From an optimization exercise on the open Yosys and OpenROAD flow, aimed at small area, a short achievable clock period and few clock cycles per item; shortcuts taken in it are not production practice. Function was checked by simulation only, so behaviour that the tests miss may differ from the original. Power figures rest on the tool's default switching activity, not on a simulated workload.

===== flow/run.sh =====
#!/bin/bash
# The standard layout, with the port buffers made from buf_4 cells
# (ORFS's default picks a delay buffer, clkdlybuf4s50_1).
set -euo pipefail
bash standard.sh "BUFFER_PORTS_ARGS=-buffer_cell sky130_fd_sc_hd__buf_4" finish > standard_run.log 2>&1

===== standard.sh =====
#!/bin/bash
# synth_recipe.tcl (not shown) runs the flow's synth.tcl, then flattens the netlist and writes it again
# the make line also repeats each setting of config.mk as NAME=value (left out here)
make -C /OpenROAD-flow-scripts/flow DESIGN_CONFIG=/design/flow/config.mk WORK_HOME=/design/flow/orfs CLKGATE_MAP_FILE= SYNTH_SCRIPT=/design/flow/synth_recipe.tcl "${@:-finish}"

===== config.mk =====
export PLATFORM = sky130hd
export DESIGN_NAME = simple_cpu_top
export DESIGN_NICKNAME = simple_cpu_top
export VERILOG_FILES = /design/flow/design.v
export SDC_FILE = /design/flow/constraint.sdc
export NUM_CORES = 4
export LEC_CHECK = 0
export CAP_MARGIN = 20
export CORE_MARGIN = 2
export CORE_UTILIZATION = 40
export SLEW_MARGIN = 20
export SYNTH_HIERARCHICAL = 1
export SYNTH_MINIMUM_KEEP_SIZE = 0

===== constraint.sdc =====
create_clock -name core_clock -period 5.0 [get_ports {clk}]
set_input_delay 1.0000 -clock core_clock [delete_from_list [all_inputs] [get_ports {clk}]]
set_output_delay 1.0000 -clock core_clock [all_outputs]
set_load 0.01 [all_outputs]

===== design.v =====
module simple_datapath #(
    parameter BIT_WIDTH = 16
)(
    input wire [BIT_WIDTH-1:0] a,
    input wire [BIT_WIDTH-1:0] b,
    output wire [BIT_WIDTH-1:0] p
);
    wire w1 = a[0] & b[0];
    wire w2 = a[1] & b[0];
    wire w3 = a[2] & b[0];
    wire w4 = a[3] & b[0];
    wire w5 = a[4] & b[0];
    wire w6 = a[5] & b[0];
    wire w7 = a[6] & b[0];
    wire w8 = a[7] & b[0];
    wire w9 = a[8] & b[0];
    wire w10 = a[9] & b[0];
    wire w11 = a[10] & b[0];
    wire w12 = a[11] & b[0];
    wire w13 = a[12] & b[0];
    wire w14 = a[13] & b[0];
    wire w15 = a[14] & b[0];
    wire w16 = a[15] & b[0];
    wire w17 = a[0] & b[1];
    wire w18 = a[1] & b[1];
    wire w19 = a[2] & b[1];
    wire w20 = a[3] & b[1];
    wire w21 = a[4] & b[1];
    wire w22 = a[5] & b[1];
    wire w23 = a[6] & b[1];
    wire w24 = a[7] & b[1];
    wire w25 = a[8] & b[1];
    wire w26 = a[9] & b[1];
    wire w27 = a[10] & b[1];
    wire w28 = a[11] & b[1];
    wire w29 = a[12] & b[1];
    wire w30 = a[13] & b[1];
    wire w31 = a[14] & b[1];
    wire w32 = a[0] & b[2];
    wire w33 = a[1] & b[2];
    wire w34 = a[2] & b[2];
    wire w35 = a[3] & b[2];
    wire w36 = a[4] & b[2];
    wire w37 = a[5] & b[2];
    wire w38 = a[6] & b[2];
    wire w39 = a[7] & b[2];
    wire w40 = a[8] & b[2];
    wire w41 = a[9] & b[2];
    wire w42 = a[10] & b[2];
    wire w43 = a[11] & b[2];
    wire w44 = a[12] & b[2];
    wire w45 = a[13] & b[2];
    wire w46 = a[0] & b[3];
    wire w47 = a[1] & b[3];
    wire w48 = a[2] & b[3];
    wire w49 = a[3] & b[3];
    wire w50 = a[4] & b[3];
    wire w51 = a[5] & b[3];
    wire w52 = a[6] & b[3];
    wire w53 = a[7] & b[3];
    wire w54 = a[8] & b[3];
    wire w55 = a[9] & b[3];
    wire w56 = a[10] & b[3];
    wire w57 = a[11] & b[3];
    wire w58 = a[12] & b[3];
    wire w59 = a[0] & b[4];
    wire w60 = a[1] & b[4];
    wire w61 = a[2] & b[4];
    wire w62 = a[3] & b[4];
    wire w63 = a[4] & b[4];
    wire w64 = a[5] & b[4];
    wire w65 = a[6] & b[4];
    wire w66 = a[7] & b[4];
    wire w67 = a[8] & b[4];
    wire w68 = a[9] & b[4];
    wire w69 = a[10] & b[4];
    wire w70 = a[11] & b[4];
    wire w71 = a[0] & b[5];
    wire w72 = a[1] & b[5];
    wire w73 = a[2] & b[5];
    wire w74 = a[3] & b[5];
    wire w75 = a[4] & b[5];
    wire w76 = a[5] & b[5];
    wire w77 = a[6] & b[5];
    wire w78 = a[7] & b[5];
    wire w79 = a[8] & b[5];
    wire w80 = a[9] & b[5];
    wire w81 = a[10] & b[5];
    wire w82 = a[0] & b[6];
    wire w83 = a[1] & b[6];
    wire w84 = a[2] & b[6];
    wire w85 = a[3] & b[6];
    wire w86 = a[4] & b[6];
    wire w87 = a[5] & b[6];
    wire w88 = a[6] & b[6];
    wire w89 = a[7] & b[6];
    wire w90 = a[8] & b[6];
    wire w91 = a[9] & b[6];
    wire w92 = a[0] & b[7];
    wire w93 = a[1] & b[7];
    wire w94 = a[2] & b[7];
    wire w95 = a[3] & b[7];
    wire w96 = a[4] & b[7];
    wire w97 = a[5] & b[7];
    wire w98 = a[6] & b[7];
    wire w99 = a[7] & b[7];
    wire w100 = a[8] & b[7];
    wire w101 = a[0] & b[8];
    wire w102 = a[1] & b[8];
    wire w103 = a[2] & b[8];
    wire w104 = a[3] & b[8];
    wire w105 = a[4] & b[8];
    wire w106 = a[5] & b[8];
    wire w107 = a[6] & b[8];
    wire w108 = a[7] & b[8];
    wire w109 = a[0] & b[9];
    wire w110 = a[1] & b[9];
    wire w111 = a[2] & b[9];
    wire w112 = a[3] & b[9];
    wire w113 = a[4] & b[9];
    wire w114 = a[5] & b[9];
    wire w115 = a[6] & b[9];
    wire w116 = a[0] & b[10];
    wire w117 = a[1] & b[10];
    wire w118 = a[2] & b[10];
    wire w119 = a[3] & b[10];
    wire w120 = a[4] & b[10];
    wire w121 = a[5] & b[10];
    wire w122 = a[0] & b[11];
    wire w123 = a[1] & b[11];
    wire w124 = a[2] & b[11];
    wire w125 = a[3] & b[11];
    wire w126 = a[4] & b[11];
    wire w127 = a[0] & b[12];
    wire w128 = a[1] & b[12];
    wire w129 = a[2] & b[12];
    wire w130 = a[3] & b[12];
    wire w131 = a[0] & b[13];
    wire w132 = a[1] & b[13];
    wire w133 = a[2] & b[13];
    wire w134 = a[0] & b[14];
    wire w135 = a[1] & b[14];
    wire w136 = a[0] & b[15];
    wire w137, w138;
    mul_ha u1 (.x(w18), .y(w3), .s(w137), .c(w138));
    wire w139, w140;
    mul_fa u2 (.x(w19), .y(w33), .z(w4), .s(w139), .c(w140));
    wire w141, w142;
    mul_ha u3 (.x(w46), .y(w138), .s(w141), .c(w142));
    wire w143, w144;
    mul_fa u4 (.x(w20), .y(w34), .z(w47), .s(w143), .c(w144));
    wire w145, w146;
    mul_fa u5 (.x(w5), .y(w59), .z(w142), .s(w145), .c(w146));
    wire w147, w148;
    mul_ha u6 (.x(w140), .y(w143), .s(w147), .c(w148));
    wire w149, w150;
    mul_fa u7 (.x(w21), .y(w35), .z(w48), .s(w149), .c(w150));
    wire w151, w152;
    mul_fa u8 (.x(w6), .y(w60), .z(w71), .s(w151), .c(w152));
    wire w153, w154;
    mul_fa u9 (.x(w144), .y(w149), .z(w151), .s(w153), .c(w154));
    wire w155, w156;
    mul_ha u10 (.x(w148), .y(w146), .s(w155), .c(w156));
    wire w157, w158;
    mul_fa u11 (.x(w22), .y(w36), .z(w49), .s(w157), .c(w158));
    wire w159, w160;
    mul_fa u12 (.x(w61), .y(w7), .z(w72), .s(w159), .c(w160));
    wire w161, w162;
    mul_fa u13 (.x(w82), .y(w150), .z(w152), .s(w161), .c(w162));
    wire w163, w164;
    mul_fa u14 (.x(w157), .y(w159), .z(w154), .s(w163), .c(w164));
    wire w165, w166;
    mul_ha u15 (.x(w161), .y(w156), .s(w165), .c(w166));
    wire w167, w168;
    mul_fa u16 (.x(w23), .y(w37), .z(w50), .s(w167), .c(w168));
    wire w169, w170;
    mul_fa u17 (.x(w62), .y(w73), .z(w8), .s(w169), .c(w170));
    wire w171, w172;
    mul_fa u18 (.x(w83), .y(w92), .z(w158), .s(w171), .c(w172));
    wire w173, w174;
    mul_fa u19 (.x(w160), .y(w167), .z(w169), .s(w173), .c(w174));
    wire w175, w176;
    mul_fa u20 (.x(w162), .y(w171), .z(w173), .s(w175), .c(w176));
    wire w177, w178;
    mul_ha u21 (.x(w166), .y(w164), .s(w177), .c(w178));
    wire w179, w180;
    mul_fa u22 (.x(w101), .y(w24), .z(w38), .s(w179), .c(w180));
    wire w181, w182;
    mul_fa u23 (.x(w51), .y(w63), .z(w74), .s(w181), .c(w182));
    wire w183, w184;
    mul_fa u24 (.x(w84), .y(w9), .z(w93), .s(w183), .c(w184));
    wire w185, w186;
    mul_fa u25 (.x(w168), .y(w170), .z(w179), .s(w185), .c(w186));
    wire w187, w188;
    mul_fa u26 (.x(w181), .y(w183), .z(w172), .s(w187), .c(w188));
    wire w189, w190;
    mul_fa u27 (.x(w174), .y(w185), .z(w187), .s(w189), .c(w190));
    wire w191, w192;
    mul_ha u28 (.x(w176), .y(w178), .s(w191), .c(w192));
    wire w193, w194;
    mul_fa u29 (.x(w10), .y(w102), .z(w109), .s(w193), .c(w194));
    wire w195, w196;
    mul_fa u30 (.x(w25), .y(w39), .z(w52), .s(w195), .c(w196));
    wire w197, w198;
    mul_fa u31 (.x(w64), .y(w75), .z(w85), .s(w197), .c(w198));
    wire w199, w200;
    mul_fa u32 (.x(w94), .y(w180), .z(w182), .s(w199), .c(w200));
    wire w201, w202;
    mul_fa u33 (.x(w184), .y(w193), .z(w195), .s(w201), .c(w202));
    wire w203, w204;
    mul_fa u34 (.x(w197), .y(w186), .z(w199), .s(w203), .c(w204));
    wire w205, w206;
    mul_fa u35 (.x(w201), .y(w188), .z(w203), .s(w205), .c(w206));
    wire w207, w208;
    mul_ha u36 (.x(w192), .y(w190), .s(w207), .c(w208));
    wire w209, w210;
    mul_fa u37 (.x(w103), .y(w11), .z(w110), .s(w209), .c(w210));
    wire w211, w212;
    mul_fa u38 (.x(w116), .y(w26), .z(w40), .s(w211), .c(w212));
    wire w213, w214;
    mul_fa u39 (.x(w53), .y(w65), .z(w76), .s(w213), .c(w214));
    wire w215, w216;
    mul_fa u40 (.x(w86), .y(w95), .z(w194), .s(w215), .c(w216));
    wire w217, w218;
    mul_fa u41 (.x(w196), .y(w198), .z(w209), .s(w217), .c(w218));
    wire w219, w220;
    mul_fa u42 (.x(w211), .y(w213), .z(w200), .s(w219), .c(w220));
    wire w221, w222;
    mul_fa u43 (.x(w202), .y(w215), .z(w217), .s(w221), .c(w222));
    wire w223, w224;
    mul_fa u44 (.x(w204), .y(w219), .z(w221), .s(w223), .c(w224));
    wire w225, w226;
    mul_ha u45 (.x(w206), .y(w208), .s(w225), .c(w226));
    wire w227, w228;
    mul_fa u46 (.x(w104), .y(w111), .z(w117), .s(w227), .c(w228));
    wire w229, w230;
    mul_fa u47 (.x(w12), .y(w122), .z(w27), .s(w229), .c(w230));
    wire w231, w232;
    mul_fa u48 (.x(w41), .y(w54), .z(w66), .s(w231), .c(w232));
    wire w233, w234;
    mul_fa u49 (.x(w77), .y(w87), .z(w96), .s(w233), .c(w234));
    wire w235, w236;
    mul_fa u50 (.x(w210), .y(w212), .z(w214), .s(w235), .c(w236));
    wire w237, w238;
    mul_fa u51 (.x(w227), .y(w229), .z(w231), .s(w237), .c(w238));
    wire w239, w240;
    mul_fa u52 (.x(w233), .y(w216), .z(w218), .s(w239), .c(w240));
    wire w241, w242;
    mul_fa u53 (.x(w235), .y(w237), .z(w220), .s(w241), .c(w242));
    wire w243, w244;
    mul_fa u54 (.x(w222), .y(w239), .z(w241), .s(w243), .c(w244));
    wire w245, w246;
    mul_ha u55 (.x(w224), .y(w226), .s(w245), .c(w246));
    wire w247, w248;
    mul_fa u56 (.x(w105), .y(w112), .z(w118), .s(w247), .c(w248));
    wire w249, w250;
    mul_fa u57 (.x(w123), .y(w127), .z(w13), .s(w249), .c(w250));
    wire w251, w252;
    mul_fa u58 (.x(w28), .y(w42), .z(w55), .s(w251), .c(w252));
    wire w253, w254;
    mul_fa u59 (.x(w67), .y(w78), .z(w88), .s(w253), .c(w254));
    wire w255, w256;
    mul_fa u60 (.x(w97), .y(w228), .z(w230), .s(w255), .c(w256));
    wire w257, w258;
    mul_fa u61 (.x(w232), .y(w234), .z(w247), .s(w257), .c(w258));
    wire w259, w260;
    mul_fa u62 (.x(w249), .y(w251), .z(w253), .s(w259), .c(w260));
    wire w261, w262;
    mul_fa u63 (.x(w236), .y(w238), .z(w255), .s(w261), .c(w262));
    wire w263, w264;
    mul_fa u64 (.x(w257), .y(w259), .z(w240), .s(w263), .c(w264));
    wire w265, w266;
    mul_fa u65 (.x(w261), .y(w242), .z(w263), .s(w265), .c(w266));
    wire w267, w268;
    mul_ha u66 (.x(w244), .y(w246), .s(w267), .c(w268));
    wire w269, w270;
    mul_fa u67 (.x(w106), .y(w113), .z(w119), .s(w269), .c(w270));
    wire w271, w272;
    mul_fa u68 (.x(w124), .y(w128), .z(w131), .s(w271), .c(w272));
    wire w273, w274;
    mul_fa u69 (.x(w14), .y(w29), .z(w43), .s(w273), .c(w274));
    wire w275, w276;
    mul_fa u70 (.x(w56), .y(w68), .z(w79), .s(w275), .c(w276));
    wire w277, w278;
    mul_fa u71 (.x(w89), .y(w98), .z(w248), .s(w277), .c(w278));
    wire w279, w280;
    mul_fa u72 (.x(w250), .y(w252), .z(w254), .s(w279), .c(w280));
    wire w281, w282;
    mul_fa u73 (.x(w269), .y(w271), .z(w273), .s(w281), .c(w282));
    wire w283, w284;
    mul_fa u74 (.x(w275), .y(w256), .z(w258), .s(w283), .c(w284));
    wire w285, w286;
    mul_fa u75 (.x(w260), .y(w277), .z(w279), .s(w285), .c(w286));
    wire w287, w288;
    mul_fa u76 (.x(w281), .y(w262), .z(w283), .s(w287), .c(w288));
    wire w289, w290;
    mul_fa u77 (.x(w285), .y(w264), .z(w287), .s(w289), .c(w290));
    wire w291, w292;
    mul_ha u78 (.x(w266), .y(w289), .s(w291), .c(w292));
    wire w293, w294;
    mul_fa u79 (.x(w107), .y(w114), .z(w120), .s(w293), .c(w294));
    wire w295, w296;
    mul_fa u80 (.x(w125), .y(w129), .z(w132), .s(w295), .c(w296));
    wire w297, w298;
    mul_fa u81 (.x(w134), .y(w15), .z(w30), .s(w297), .c(w298));
    wire w299, w300;
    mul_fa u82 (.x(w44), .y(w57), .z(w69), .s(w299), .c(w300));
    wire w301, w302;
    mul_fa u83 (.x(w80), .y(w90), .z(w99), .s(w301), .c(w302));
    wire w303, w304;
    mul_fa u84 (.x(w270), .y(w272), .z(w274), .s(w303), .c(w304));
    wire w305, w306;
    mul_fa u85 (.x(w276), .y(w293), .z(w295), .s(w305), .c(w306));
    wire w307, w308;
    mul_fa u86 (.x(w297), .y(w299), .z(w301), .s(w307), .c(w308));
    wire w309, w310;
    mul_fa u87 (.x(w278), .y(w280), .z(w282), .s(w309), .c(w310));
    wire w311, w312;
    mul_fa u88 (.x(w303), .y(w305), .z(w307), .s(w311), .c(w312));
    wire w313, w314;
    mul_fa u89 (.x(w284), .y(w286), .z(w309), .s(w313), .c(w314));
    wire w315, w316;
    mul_fa u90 (.x(w311), .y(w288), .z(w313), .s(w315), .c(w316));
    wire w317, w318;
    mul_ha u91 (.x(w290), .y(w315), .s(w317), .c(w318));
    wire w319;
    mul_x2 u92 (.x(w100), .y(w108), .s(w319));
    wire w320;
    mul_x2 u93 (.x(w115), .y(w121), .s(w320));
    wire w321;
    mul_x2 u94 (.x(w126), .y(w130), .s(w321));
    wire w322;
    mul_x2 u95 (.x(w133), .y(w135), .s(w322));
    wire w323;
    mul_x2 u96 (.x(w136), .y(w16), .s(w323));
    wire w324;
    mul_x2 u97 (.x(w31), .y(w45), .s(w324));
    wire w325;
    mul_x2 u98 (.x(w58), .y(w70), .s(w325));
    wire w326;
    mul_x2 u99 (.x(w81), .y(w91), .s(w326));
    wire w327;
    mul_x2 u100 (.x(w319), .y(w320), .s(w327));
    wire w328;
    mul_x2 u101 (.x(w321), .y(w322), .s(w328));
    wire w329;
    mul_x2 u102 (.x(w323), .y(w324), .s(w329));
    wire w330;
    mul_x2 u103 (.x(w325), .y(w326), .s(w330));
    wire w331;
    mul_x2 u104 (.x(w327), .y(w328), .s(w331));
    wire w332;
    mul_x2 u105 (.x(w329), .y(w330), .s(w332));
    wire w333;
    mul_x2 u106 (.x(w294), .y(w296), .s(w333));
    wire w334;
    mul_x2 u107 (.x(w298), .y(w300), .s(w334));
    wire w335;
    mul_x2 u108 (.x(w302), .y(w331), .s(w335));
    wire w336;
    mul_x2 u109 (.x(w332), .y(w333), .s(w336));
    wire w337;
    mul_x2 u110 (.x(w334), .y(w335), .s(w337));
    wire w338;
    mul_x2 u111 (.x(w336), .y(w337), .s(w338));
    wire w339;
    mul_x2 u112 (.x(w304), .y(w306), .s(w339));
    wire w340;
    mul_x2 u113 (.x(w308), .y(w338), .s(w340));
    wire w341;
    mul_x2 u114 (.x(w339), .y(w340), .s(w341));
    wire w342;
    mul_x2 u115 (.x(w341), .y(w310), .s(w342));
    wire w343;
    mul_x2 u116 (.x(w312), .y(w342), .s(w343));
    wire w344;
    mul_x2 u117 (.x(w343), .y(w314), .s(w344));
    wire w345;
    mul_x2 u118 (.x(w344), .y(w316), .s(w345));
    wire w346;
    mul_x2 u119 (.x(w345), .y(w318), .s(w346));
    wire w347, w348;
    mul_ha u120 (.x(w17), .y(w2), .s(w347), .c(w348));
    wire w349, w350;
    mul_ha u121 (.x(w32), .y(w137), .s(w349), .c(w350));
    wire w351, w352;
    mul_ha u122 (.x(w141), .y(w139), .s(w351), .c(w352));
    wire w353, w354;
    mul_ha u123 (.x(w147), .y(w145), .s(w353), .c(w354));
    wire w355, w356;
    mul_ha u124 (.x(w153), .y(w155), .s(w355), .c(w356));
    wire w357, w358;
    mul_ha u125 (.x(w165), .y(w163), .s(w357), .c(w358));
    wire w359, w360;
    mul_ha u126 (.x(w175), .y(w177), .s(w359), .c(w360));
    wire w361, w362;
    mul_ha u127 (.x(w191), .y(w189), .s(w361), .c(w362));
    wire w363, w364;
    mul_ha u128 (.x(w205), .y(w207), .s(w363), .c(w364));
    wire w365, w366;
    mul_ha u129 (.x(w223), .y(w225), .s(w365), .c(w366));
    wire w367, w368;
    mul_ha u130 (.x(w243), .y(w245), .s(w367), .c(w368));
    wire w369, w370;
    mul_ha u131 (.x(w265), .y(w267), .s(w369), .c(w370));
    wire w371, w372;
    mul_ha u132 (.x(w268), .y(w291), .s(w371), .c(w372));
    wire w373, w374;
    mul_ha u133 (.x(w292), .y(w317), .s(w373), .c(w374));
    wire w375;
    mul_ao u134 (.g(w350), .p(w349), .ci(w348), .co(w375));
    wire w376;
    mul_ao u135 (.g(w352), .p(w351), .ci(w375), .co(w376));
    wire w377;
    mul_ao u136 (.g(w354), .p(w353), .ci(w376), .co(w377));
    wire w378;
    mul_ao u137 (.g(w356), .p(w355), .ci(w377), .co(w378));
    wire w379;
    mul_ao u138 (.g(w358), .p(w357), .ci(w378), .co(w379));
    wire w380;
    mul_ao u139 (.g(w360), .p(w359), .ci(w379), .co(w380));
    wire w381;
    mul_ao u140 (.g(w362), .p(w361), .ci(w380), .co(w381));
    wire w382;
    mul_ao u141 (.g(w364), .p(w363), .ci(w381), .co(w382));
    wire w383;
    mul_ao u142 (.g(w366), .p(w365), .ci(w382), .co(w383));
    wire w384;
    mul_ao u143 (.g(w368), .p(w367), .ci(w383), .co(w384));
    wire w385;
    mul_ao u144 (.g(w370), .p(w369), .ci(w384), .co(w385));
    wire w386;
    mul_ao u145 (.g(w372), .p(w371), .ci(w385), .co(w386));
    wire w387;
    mul_ao u146 (.g(w374), .p(w373), .ci(w386), .co(w387));
    assign p[0] = w1 ^ 1'b0;
    assign p[1] = w347 ^ 1'b0;
    assign p[2] = w349 ^ w348;
    assign p[3] = w351 ^ w375;
    assign p[4] = w353 ^ w376;
    assign p[5] = w355 ^ w377;
    assign p[6] = w357 ^ w378;
    assign p[7] = w359 ^ w379;
    assign p[8] = w361 ^ w380;
    assign p[9] = w363 ^ w381;
    assign p[10] = w365 ^ w382;
    assign p[11] = w367 ^ w383;
    assign p[12] = w369 ^ w384;
    assign p[13] = w371 ^ w385;
    assign p[14] = w373 ^ w386;
    assign p[15] = w346 ^ w387;
endmodule
module mul_fa (
    input wire x, y, z,
    output wire s, c
);
    assign s = x ^ y ^ z;
    assign c = (x & y) | (x & z) | (y & z);
endmodule
module mul_ha (
    input wire x, y,
    output wire s, c
);
    assign s = x ^ y;
    assign c = x & y;
endmodule
module mul_ao (
    input wire g, p, ci,
    output wire co
);
    assign co = g | (p & ci);
endmodule
module mul_x2 (
    input wire x, y,
    output wire s
);
    assign s = x ^ y;
endmodule
module simple_control (
    input wire clk,
    input wire rst_n,
    input wire start,
    output reg done
);
    always @(posedge clk or negedge rst_n) begin
        if (!rst_n)
            done <= 1'b0;
        else if (start)
            done <= 1'b1;
    end
endmodule
module simple_cpu_top #(
    parameter BIT_WIDTH = 16,
    parameter PROGRAM_FILE = "program.mem"
)(
    input wire clk,
    input wire rst_n,
    input wire start,
    input wire [BIT_WIDTH-1:0] operand_a,
    input wire [BIT_WIDTH-1:0] operand_b,
    output wire [BIT_WIDTH-1:0] result,
    output wire done
);
    wire [BIT_WIDTH-1:0] product;
    simple_datapath #(.BIT_WIDTH(BIT_WIDTH)) datapath (
        .a(operand_a), .b(operand_b), .p(product)
    );
    simple_control control (
        .clk(clk), .rst_n(rst_n), .start(start), .done(done)
    );
    reg [BIT_WIDTH-1:0] result_r;
    always @(posedge clk)
        if (start) result_r <= product;
    assign result = result_r;
endmodule

==> flow_metrics.env, run 1 <==
export IMPL_fin_crit_sh=0.970
export IMPL_placementRows=35
export IMPL_cts_sinks=17
export IMPL_synth_cell_area_sq_um=3820
export IMPL_wire_per_inst_um=15.5
export IMPL_grt_pass1_vias=2871
export IMPL_grt_max_degree=18
export IMPL_slew_viol_final=0
export IMPL_syn_to_final_growth_pct=21.6
export IMPL_avgSynthCellArea_sq_um=11.7
export IMPL_outcome="complete, no violations"
export IMPL_dieArea_sq_um=10400
export IMPL_drive_above_1_share=0.256
export IMPL_drc=0
export IMPL_clk_pin_slew_ns=0.07
export IMPL_finalCriticalPeriod_ns=4.85
export IMPL_io_pins=52
export IMPL_finalInstanceArea_sq_um=4650
export IMPL_tightest_slew_ns=0.244
export IMPL_antenna_found_initial=0
export IMPL_vias=2552
export IMPL_power_density_nw_per_um2=426
export IMPL_start_kind="input pin"
export IMPL_drv_cap=0
export IMPL_port_buffer_count=51
export IMPL_seq_area_frac_synth=0.132
export IMPL_grt_use_total=0.180
export IMPL_synth_top_area_frac=0.408
export IMPL_placedInstanceArea_sq_um=4590
export IMPL_rsz0062_at_grt="no"
export IMPL_netlist_instances=328
export IMPL_start_util=0.414
export IMPL_yosysUniqueCellTypes=11
export IMPL_grt_pass1_wl_um=14200
export IMPL_ant_nets=0
export IMPL_cts_max_level=1
export IMPL_overflow=0
export IMPL_die_x_um=102
export IMPL_nFillCells=861
export IMPL_clockBufferDepth=2
export IMPL_synth_seq_cells=17
export IMPL_yosysWarnings=8
export IMPL_die_y_um=102
export IMPL_place_gp_congestion=0.863
export IMPL_path_max_fanout=11
export IMPL_n_antenna_cell=0
export IMPL_setup_violations=0
export IMPL_synth_area_leaders="fa_1 (41%), and2_1 (22%), edfxtp_1 (13%)"
export IMPL_worstPathArrival_ns=4.85
export IMPL_core_sq_um=9240
export IMPL_finalHoldViolations=0
export IMPL_insertion_delay_ns=0.25
export IMPL_vias_per_cell=4.73
export IMPL_clockRootBuffer="clkbuf_8"
export IMPL_skew_ns=0
export IMPL_routed_wl_um=8340
export IMPL_slew_headroom=0.837
export IMPL_drt_pass1_iter_count=4
export IMPL_cts_tree="built"
export IMPL_hold_class="register to register"
export IMPL_num_nets_final=551
export IMPL_whs_ns=0.465
export IMPL_ir_drop_mv=0.318
export IMPL_numCtsBuffers=3
export IMPL_cts_setup_buffers=0
export IMPL_end_kind="register"
export IMPL_p_leak_nw=2.29
export IMPL_hpwl_um=7000
export IMPL_required_ns=5.00
export IMPL_path_class="input pin to register"
export IMPL_drtIter0Drc=100
export IMPL_syn_nets=468
export IMPL_clock_fmax_ghz=0.206
export IMPL_yosysTopAreaCell="fa_1"
registers in the layout (all words and copies together), names as in the netlist:
signal	cells
control.done	1
result_r	16
cells by family after synthesis:
kind of cell / after synthesis / synth area share
compound gates: 13 / 0.0255
xor+xnor: 42 / 0.0962
fa+ha+maj: 105 / 0.497
buf+inv: 14 / 0.0255
flops: 17 / 0.132
simple gates: 137 / 0.224
where the power goes:
group | total [mW] | internal (mW) | switching (mW)
registers | 0.318 | 0.305 | 0.0127
clock network | 0.107 | 0.0566 | 0.0501
logic | 1.55 | 0.871 | 0.683
total | 1.98 | 1.23 | 0.746
modules after synthesis (local to each module, per instance), excerpt:
module          cells inside  flip-flops and latches
mul_ao                     1                       0
mul_fa                     1                       0
simple_cpu_top            16                      16
mul_x2                     1                       0
mul_ha                     1                       0
simple_control             2                       1
stage by stage:
step	setup WS [ns]	power [mW]	std cells	setup TNS [ns]	util
final	0.152	1.98	539	0	0.503
after global routing	0.000814	2.23	539	0	0.503
after CTS	0.0854	2.03	539	0	0.502
after detailed placement	-0.176	1.91	535	-0.288	0.497
after global placement	-0.133	1.89	535	-0.226	0.497
after floorplan	0.00113	1.30	328	0	-
critical path, cell delays in order:
cell and delay [ns]:
buf_4 0.16, and2_1 0.17, fa_1 0.51, fa_1 0.43, fa_1 0.49, fa_1 0.55
fa_1 0.42, ha_1 0.31, ha_1 0.30, a21o_1 0.19, a21o_1 0.16, xor2_1 0.15
cells in the final DEF, fill, tap and decap left out:
master    instances
and2_1          136
buf_4            92
fa_1             69
xor2_1           42
ha_1             26
edfxtp_1         16
a21o_1           13
fa_2              9
clkbuf_8          3
or2_1             1
ha_2              1
clkbuf_1          1
dfrtp_1           1
repair_timing:
action                                  in CTS  in global routing
resized for setup                            0                  4
hold buffers                                 0                  0
endpoints found under the setup margin       0                  1
layer usage:
metal	up-vias	part of all wire	GRT usage
met1	1319	0.46	0.254
met5	-	0	0
met4	0	0.011	0.0395
met3	6	0.016	0.0104
li1	1193	-	-
met2	34	0.51	0.307
final cells by class:
| class | instances | area (sq um) | share of cell area |
|---|---|---|---|
| multi-input combinational | 297 | 3250 | 0.698 |
| tap | 129 | 161 | 0.0347 |
| sequential | 17 | 505 | 0.109 |
| clock buffer | 4 | 45.0 | 0.00969 |
| timing repair buffer | 92 | 691 | 0.149 |
synthesized netlist by cell type:
cell,instances
and2_1,136
a21o_1,13
or2_1,1
buf_6,2
dfrtp_1,1
buf_4,6
clkbuf_2,6
edfxtp_1,16
xor2_1,42
ha_1,27
fa_1,78
final timing paths:
kind | start | end | slack, ns | cells after the start
max | operand_a[3] | result_r[15] | 0.15 | 12
min in group asynchronous | rst_n | control.done | 0.51 | 1
min reg2reg | control.done | control.done | 0.46 | 1
max in group asynchronous | rst_n | control.done | 4.41 | 1
min | control.done | control.done | 0.46 | 1
max reg2reg | control.done | control.done | 4.30 | 1
Testbench counts, summed over its fixed seeds: cycles 384, items 384.
==> inputs of run 2 (changes only) <==
==> flow/run.sh (replaced) <==
#!/bin/bash
# The standard layout, with the port buffers made from buf_2 cells
# (ORFS's default picks a delay buffer, clkdlybuf4s50_1).
set -euo pipefail
bash standard.sh "BUFFER_PORTS_ARGS=-buffer_cell sky130_fd_sc_hd__buf_2" finish > standard_run.log 2>&1
==> run 2 against run 1 <==
Against the previous run:
- combinational power is essentially flat
- sequential share of layout area is 0.21 points higher
- design area decreased by 1.9%
- largest cell class unchanged
- wire length up 1.1%
- setup slack worse by 0.026 ns
==> flow_metrics.env, run 2 <==
export IMPL_outcome="complete, no violations"
export IMPL_vias=2567
export IMPL_io_pins=52
export IMPL_overflow=0
export IMPL_fin_crit_sh=0.975
export IMPL_dp_cells=535
export IMPL_rrSetupSlack_ns=4.30
export IMPL_regToRegEndpoint="control.done"
export IMPL_final_util=0.494
export IMPL_end_kind="register"
export IMPL_grt_busiest_layer="met2"
export IMPL_die_x_um=102
export IMPL_clockRootBuffer="clkbuf_8"
export IMPL_start_kind="input pin"
export IMPL_core_sq_um=9240
export IMPL_rr_worst_depth=1
export IMPL_path_depth=16
export IMPL_critical_path_buf_inv_count=1
export IMPL_setup_tns_final_ns=0
export IMPL_crit_chain="clkbuf_4, and2_4, fa_1, fa_2, fa_1, ha_1, ha_1, ha_1, ha_1, ha_1, ha_1, ha_1, a21o_1, a21o_1, a21o_1, xor2_1"
export IMPL_netlist_instances=328
export IMPL_place_ws_ns=-0.210
export IMPL_slew_viol_final=0
export IMPL_finalHoldViolations=0
export IMPL_wire_per_inst_um=15.7
export IMPL_n_antenna_cell=0
export IMPL_synthArstFlopShare=0.0588
export IMPL_insertion_delay_ns=0.26
export IMPL_path_max_fanout=12
export IMPL_place_gp_congestion=0.842
export IMPL_layout_common_cells="and2_1 (132), fa_1 (69), buf_2 (43), buf_4 (43), xor2_1 (42)"
export IMPL_met2_usage=0.320
export IMPL_critPathTopFamily="adder cells"
export IMPL_power_density_nw_per_um2=427
export IMPL_drtIter0Drc=56
export IMPL_finalCriticalPeriod_ns=4.87
export IMPL_r2r_start="control.done"
export IMPL_ys_flop_type="edfxtp_1"
export IMPL_synth_area_leaders="fa_1 (41%), and2_1 (22%), edfxtp_1 (13%)"
export IMPL_die_y_um=102
export IMPL_drive_above_1_share=0.266
export IMPL_worstHoldPathCells=1
export IMPL_cts_max_level=1
export IMPL_yosysUniqueCellTypes=11
export IMPL_dieArea_sq_um=10400
export IMPL_synth_seq_cells=17
export IMPL_synth_edff_count=16
export IMPL_drv_cap=0
export IMPL_yosysTopAreaCell="fa_1"
export IMPL_met3_usage=0.00759
export IMPL_setup_violations=0
export IMPL_skew_ns=0
export IMPL_fin_cells=539
export IMPL_largest_reg_flops=16
export IMPL_clockBufferDepth=2
export IMPL_p_leak_nw=2.26
export IMPL_worstPathArrival_ns=4.89
export IMPL_antenna_found_initial=0
export IMPL_synth_top_cells_by_count="and2_1 (136), fa_1 (78), xor2_1 (42), ha_1 (27), edfxtp_1 (16)"
export IMPL_synth_cell_area_sq_um=3820
export IMPL_synth_top_area_frac=0.408
export IMPL_grt_met1_usage=0.232
export IMPL_cp_endpoint="result_r[15]"
export IMPL_cts_tree="built"
export IMPL_syn_to_final_growth_pct=19.3
export IMPL_critPathSlowestCell="fa_1"
export IMPL_ant_nets=0
export IMPL_grt_pass1_vias=2826
export IMPL_placementRows=35
export IMPL_clk_pin_slew_ns=0.08
export IMPL_ir_drop_mv=0.311
export IMPL_vias_per_cell=4.76
export IMPL_grt_pass1_wl_um=13900
export IMPL_start_util=0.414
export IMPL_yosysMostFrequentCell="and2_1"
export IMPL_critPathMaxStageDelay_ns=0.50
export IMPL_placedInstanceArea_sq_um=4480
export IMPL_numCtsBuffers=3
export IMPL_syn_nets=468
export IMPL_drt_pass1_iter_count=4
export IMPL_cts_setup_buffers=0
export IMPL_regMostFlops="result_r"
export IMPL_path_common_cell="ha_1"
export IMPL_largestRegisters="result_r x16, control.done x1"
export IMPL_yosysWarnings=8
export IMPL_hpwl_um=7090
export IMPL_avgSynthCellArea_sq_um=11.7
export IMPL_rsz0062_at_grt="no"
export IMPL_hold_class="register to register"
export IMPL_cts_sinks=17
export IMPL_finalInstanceArea_sq_um=4560
export IMPL_crit_start="operand_b[4]"
export IMPL_tightest_slew_ns=0.399
export IMPL_path_class="input pin to register"
export IMPL_num_nets_final=551
export IMPL_seq_area_frac_synth=0.132
export IMPL_layout_setup_ws_ns=0.126
export IMPL_final_common_cell="and2_1"
export IMPL_slew_headroom=0.734
export IMPL_routed_wl_um=8440
export IMPL_clock_fmax_ghz=0.205
export IMPL_grt_use_total=0.176
export IMPL_drc=0
export IMPL_grt_max_degree=18
export IMPL_port_buffer_count=51
export IMPL_required_ns=5.01
==> run 2: layer usage <==
metal | wire, um | share of wire
met3 | 228 | 0.027
met1 | 3610 | 0.43
met4 | 82 | 0.0097
met5 | 0 | 0
met2 | 4520 | 0.54
==> run 2: through the flow <==
| stage | hold slack, ns | total power [mW] |
|---|---|---|
| final | 0.462 | 1.95 |
| after global routing | 0.485 | 2.18 |
| after CTS | 0.469 | 1.98 |
| after detailed placement | 0.446 | 1.86 |
| after global placement | 0.442 | 1.85 |
| after floorplan | 0.504 | 1.30 |
==> run 2: what timing repair did <==
item | 4_1_cts | 5_1_grt
endpoints found under the setup margin | 0 | 2
gates resized for setup | 0 | 18
hold buffers | 0 | 0
==> run 2: kinds of logic (layout without fill, tap and decap cells) <==
kind of cell | after synthesis | after routing | synth area share
xor gates and xnor gates | 42 | 42 | 0.0962
and+or+nand+nor | 137 | 137 | 0.224
buffers and inverters | 14 | 96 | 0.0255
AOI/OAI and AO/OA | 13 | 13 | 0.0255
adders and majority gates | 105 | 105 | 0.497
DFF | 17 | 17 | 0.132
==> run 2: Yosys stat by module, one instance, submodules excluded, excerpt <==
module | cell area (sq um) | times used
mul_ao | 7.51 | 13
mul_fa | 20.0 | 78
mul_ha | 12.5 | 27
mul_x2 | 8.76 | 28
simple_control | 31.3 | 1
simple_cpu_top | 480 | 1
==> run 2: power by group <==
group	switching [mW]	internal (mW)
clock	0.0546	0.0554
sequential	0.0105	0.304
combinational	0.681	0.844
==> run 2: how the worst min path moves through the flow <==
stage	startpoint	to	slack (ns)
3_5_place_dp	control.done	control.done	0.45
6_report	control.done	control.done	0.46
3_3_place_gp	control.done	control.done	0.44
5_1_grt	rst_n	control.done	0.49
4_1_cts	control.done	control.done	0.47
2_1_floorplan	control.done	control.done	0.50
==> run 2: cell type report <==
type                            instances  area (sq um)
Timing Repair Buffer                   92           596
Tap cell                              129           161
Clock buffer                            3          41.3
Multi-Input combinational cell        297          3250
Sequential cell                        17           505
Fill cell                             845          4680
Clock inverter                          1          5.00
==> inputs of run 3 (changes only) <==
--- a/config.mk
+++ b/config.mk
@@ -9,4 +9,5 @@
 export CORE_MARGIN = 2
 export CORE_UTILIZATION = 40
+export GPL_TIMING_DRIVEN = 0
 export SLEW_MARGIN = 20
 export SYNTH_HIERARCHICAL = 1
==> run 3 against run 2 <==
Against the previous run:
- still clean on timing, DRC and antenna
- global-route usage up 0.40 points
- die area unchanged
- core utilization down 0.83 points
- setup slack better by 0.0023 ns
- wire length down 0.25%
- via count down 4.6%
- hold slack worse by 0.0032 ns
- largest power group unchanged
==> flow_metrics.env, run 3 <==
export IMPL_antenna_found_initial=0
export IMPL_syn_nets=468
export IMPL_final_common_cell="and2_1"
export IMPL_required_ns=5.01
export IMPL_critPathSlowestCell="fa_1"
export IMPL_insertion_delay_ns=0.26
export IMPL_yosysWarnings=8
export IMPL_synth_cell_area_sq_um=3820
export IMPL_vias=2449
export IMPL_ys_flop_type="edfxtp_1"
export IMPL_port_buffer_count=51
export IMPL_die_x_um=102
export IMPL_drc=0
export IMPL_power_density_nw_per_um2=415
export IMPL_regMostFlops="result_r"
export IMPL_crit_chain="buf_2, and2_1, fa_1, fa_1, fa_1, fa_1, ha_4, a21o_1, a21o_1, a21o_1, a21o_1, a21o_1, a21o_1, xor2_1"
export IMPL_synthArstFlopShare=0.0588
export IMPL_setup_violations=0
export IMPL_grt_max_degree=18
export IMPL_clockBufferDepth=2
export IMPL_worstHoldPathCells=1
export IMPL_n_antenna_cell=0
export IMPL_rr_worst_depth=1
export IMPL_avgSynthCellArea_sq_um=11.7
export IMPL_dp_cells=508
export IMPL_hold_class="register to register"
export IMPL_grt_use_total=0.180
export IMPL_drt_pass1_iter_count=4
export IMPL_synth_area_leaders="fa_1 (41%), and2_1 (22%), edfxtp_1 (13%)"
export IMPL_placementRows=35
export IMPL_path_max_fanout=12
export IMPL_drv_cap=0
export IMPL_largest_reg_flops=16
export IMPL_grt_pass1_vias=2815
export IMPL_slew_viol_final=0
export IMPL_io_pins=52
export IMPL_start_kind="input pin"
export IMPL_wire_per_inst_um=16.5
export IMPL_synth_top_cells_by_count="and2_1 (136), fa_1 (78), xor2_1 (42), ha_1 (27), edfxtp_1 (16)"
export IMPL_cts_sinks=17
export IMPL_clock_fmax_ghz=0.205
export IMPL_core_sq_um=9240
export IMPL_yosysTopAreaCell="fa_1"
export IMPL_yosysUniqueCellTypes=11
export IMPL_worstPathArrival_ns=4.88
export IMPL_finalCriticalPeriod_ns=4.87
export IMPL_dieArea_sq_um=10400
export IMPL_layout_setup_ws_ns=0.128
export IMPL_layout_common_cells="and2_1 (136), fa_1 (62), buf_2 (50)"
export IMPL_seqCellArea_sq_um=505
export IMPL_drive_above_1_share=0.249
export IMPL_final_util=0.486
export IMPL_finalHoldViolations=0
export IMPL_rrSetupSlack_ns=4.30
export IMPL_synth_seq_cells=17
export IMPL_yosysMostFrequentCell="and2_1"
export IMPL_path_class="input pin to register"
export IMPL_p_leak_nw=2.10
export IMPL_path_common_cell="a21o_1"
export IMPL_syn_to_final_growth_pct=17.3
export IMPL_end_kind="register"
export IMPL_ant_nets=0
export IMPL_seq_area_frac_synth=0.132
export IMPL_slew_headroom=0.728
export IMPL_largestRegisters="result_r x16, control.done x1"
export IMPL_cts_max_level=1
export IMPL_skew_ns=0
export IMPL_numCtsBuffers=3
export IMPL_cts_tree="built"
export IMPL_place_gp_congestion=0.862
export IMPL_multi_input_area_sq_um=3400
export IMPL_critPathMaxStageDelay_ns=0.60
export IMPL_vias_per_cell=4.79
export IMPL_routed_wl_um=8420
export IMPL_outcome="complete, no violations"
export IMPL_fin_crit_sh=0.974
export IMPL_overflow=0
export IMPL_netlist_instances=328
export IMPL_place_ws_ns=-0.442
export IMPL_grt_pass1_wl_um=14200
export IMPL_num_nets_final=523
export IMPL_nFillCells=871
export IMPL_synth_edff_count=16
export IMPL_tightest_slew_ns=0.408
export IMPL_clockRootBuffer="clkbuf_8"
export IMPL_drtIter0Drc=56
export IMPL_synth_top_area_frac=0.408
export IMPL_start_util=0.414
export IMPL_ir_drop_mv=0.263
export IMPL_die_y_um=102
export IMPL_clk_pin_slew_ns=0.08
export IMPL_hpwl_um=6730
export IMPL_cts_hold_buf=0
export IMPL_fin_cells=511
## run 3: cell types whose count changed in the layout (fill, tap and decap cells not counted)
cell	previous run	this run
and2_1	132	136
fa_1	69	62
ha_1	27	16
buf_6	0	5
buf_4	43	7
fa_2	9	16
and2_4	4	0
ha_4	0	11
buf_2	43	50
clkbuf_4	5	2
buf_12	1	0
## run 3: cell type report
cell class / instances / share of cell area
Tap cell: 129 / 0.0360
Buffer: 8 / 0.0176
Clock buffer: 3 / 0.00920
Clock inverter: 1 / 0.00112
Sequential cell: 17 / 0.113
Timing Repair Buffer: 56 / 0.0658
Multi-Input combinational cell: 297 / 0.758
## run 3: metal layers
metal	vias up	track usage	wire length [um]
met3	2	0.00828	209
met4	0	0.0343	47
met5	-	0	0
met2	38	0.327	4570
met1	1271	0.240	3590
li1	1138	-	-
## run 3: critical path: cells and delay by family
family                     cells  cell delay, ns
AOI/OAI and AO/OA              6            1.08
xor gates and xnor gates       1            0.15
adders and majority gates      5            2.24
buffers and inverters          1            0.19
and+or+nand+nor                1            0.21
## run 3: per-module statistics from Yosys (local to each module, per instance), a selection
module,cell area (sq um),flops+latches,cells
mul_ao,7.51,0,1
simple_control,31.3,1,2
mul_x2,8.76,0,1
mul_ha,12.5,0,1
simple_cpu_top,480,16,16
mul_fa,20.0,0,1
## run 3: path summary, 6_finish.rpt
path	start	to
max reg2reg	control.done	control.done
min	control.done	control.done
max	operand_b[4]	result_r[15]
min in group asynchronous	rst_n	control.done
min reg2reg	control.done	control.done
max in group asynchronous	rst_n	control.done
## run 3: power by group
group / switching, mW / internal [mW]
combinational: 0.697 / 0.742
sequential: 0.0106 / 0.304
clock: 0.0537 / 0.0554
total: 0.762 / 1.10
## run 3: kinds of logic (layout without fill, tap and decap cells)
logic type | after synthesis | count (layout) | share of synthesized area
compound gates | 13 | 13 | 0.0255
xor+xnor | 42 | 42 | 0.0962
fa+ha+maj | 105 | 105 | 0.497
buf+inv | 14 | 68 | 0.0255
flops | 17 | 17 | 0.132
simple gates | 137 | 137 | 0.224
## run 3: repair_timing
item / CTS / global route
pin swaps: 14 / 24
setup buffers: 1 / 4
setup endpoints to repair: 2 / 1
resized for setup: 10 / 16
## run 3: through the flow
| step | cell area [sq um] | hold slack (ns) | power, mW | setup TNS (ns) |
|---|---|---|---|---|
| 5_1_grt | 4490 | 0.482 | 2.09 | -0.00607 |
| 6_report | 4490 | 0.459 | 1.86 | 0 |
| 3_3_place_gp | 4260 | 0.441 | 1.57 | -0.720 |
| 3_5_place_dp | 4260 | 0.447 | 1.58 | -0.821 |
| 4_1_cts | 4380 | 0.468 | 1.83 | 0 |
| 2_1_floorplan | 3840 | 0.504 | 1.30 | 0 |

## re-timing with driven ports
No port has a modelled driver above. Below, the same layouts with a new extraction and two added sets of constraints. Step 1, drivers: a clkbuf_16 drives clk and a buf_2 each remaining input, both assumed. Step 2 also shifts input and output timing later by t, the mid clock arrival at the registers, as if the neighbouring blocks saw the same clock. Slacks: ideal / step 1 / step 2; pairs: ideal / step 1.
| run | shift t [ns] | setup slack, ns | latest minus earliest clock arrival (ns) |
|---|---|---|---|
| run 1 | 0.283 | 0.152 / 0.158 / -0.125 | 0.006 / 0.006 |
| run 2 | 0.285 | 0.126 / 0.133 / -0.152 | 0.004 / 0.004 |
| run 3 | 0.284 | 0.128 / 0.137 / -0.147 | 0.005 / 0.006 |
With both steps, setup timing fails in every run listed, where it was met with ideal ports. For run 2, which loses most, drivers alone change the setup slack by +0.007 ns; drivers and shift together by -0.278 ns.
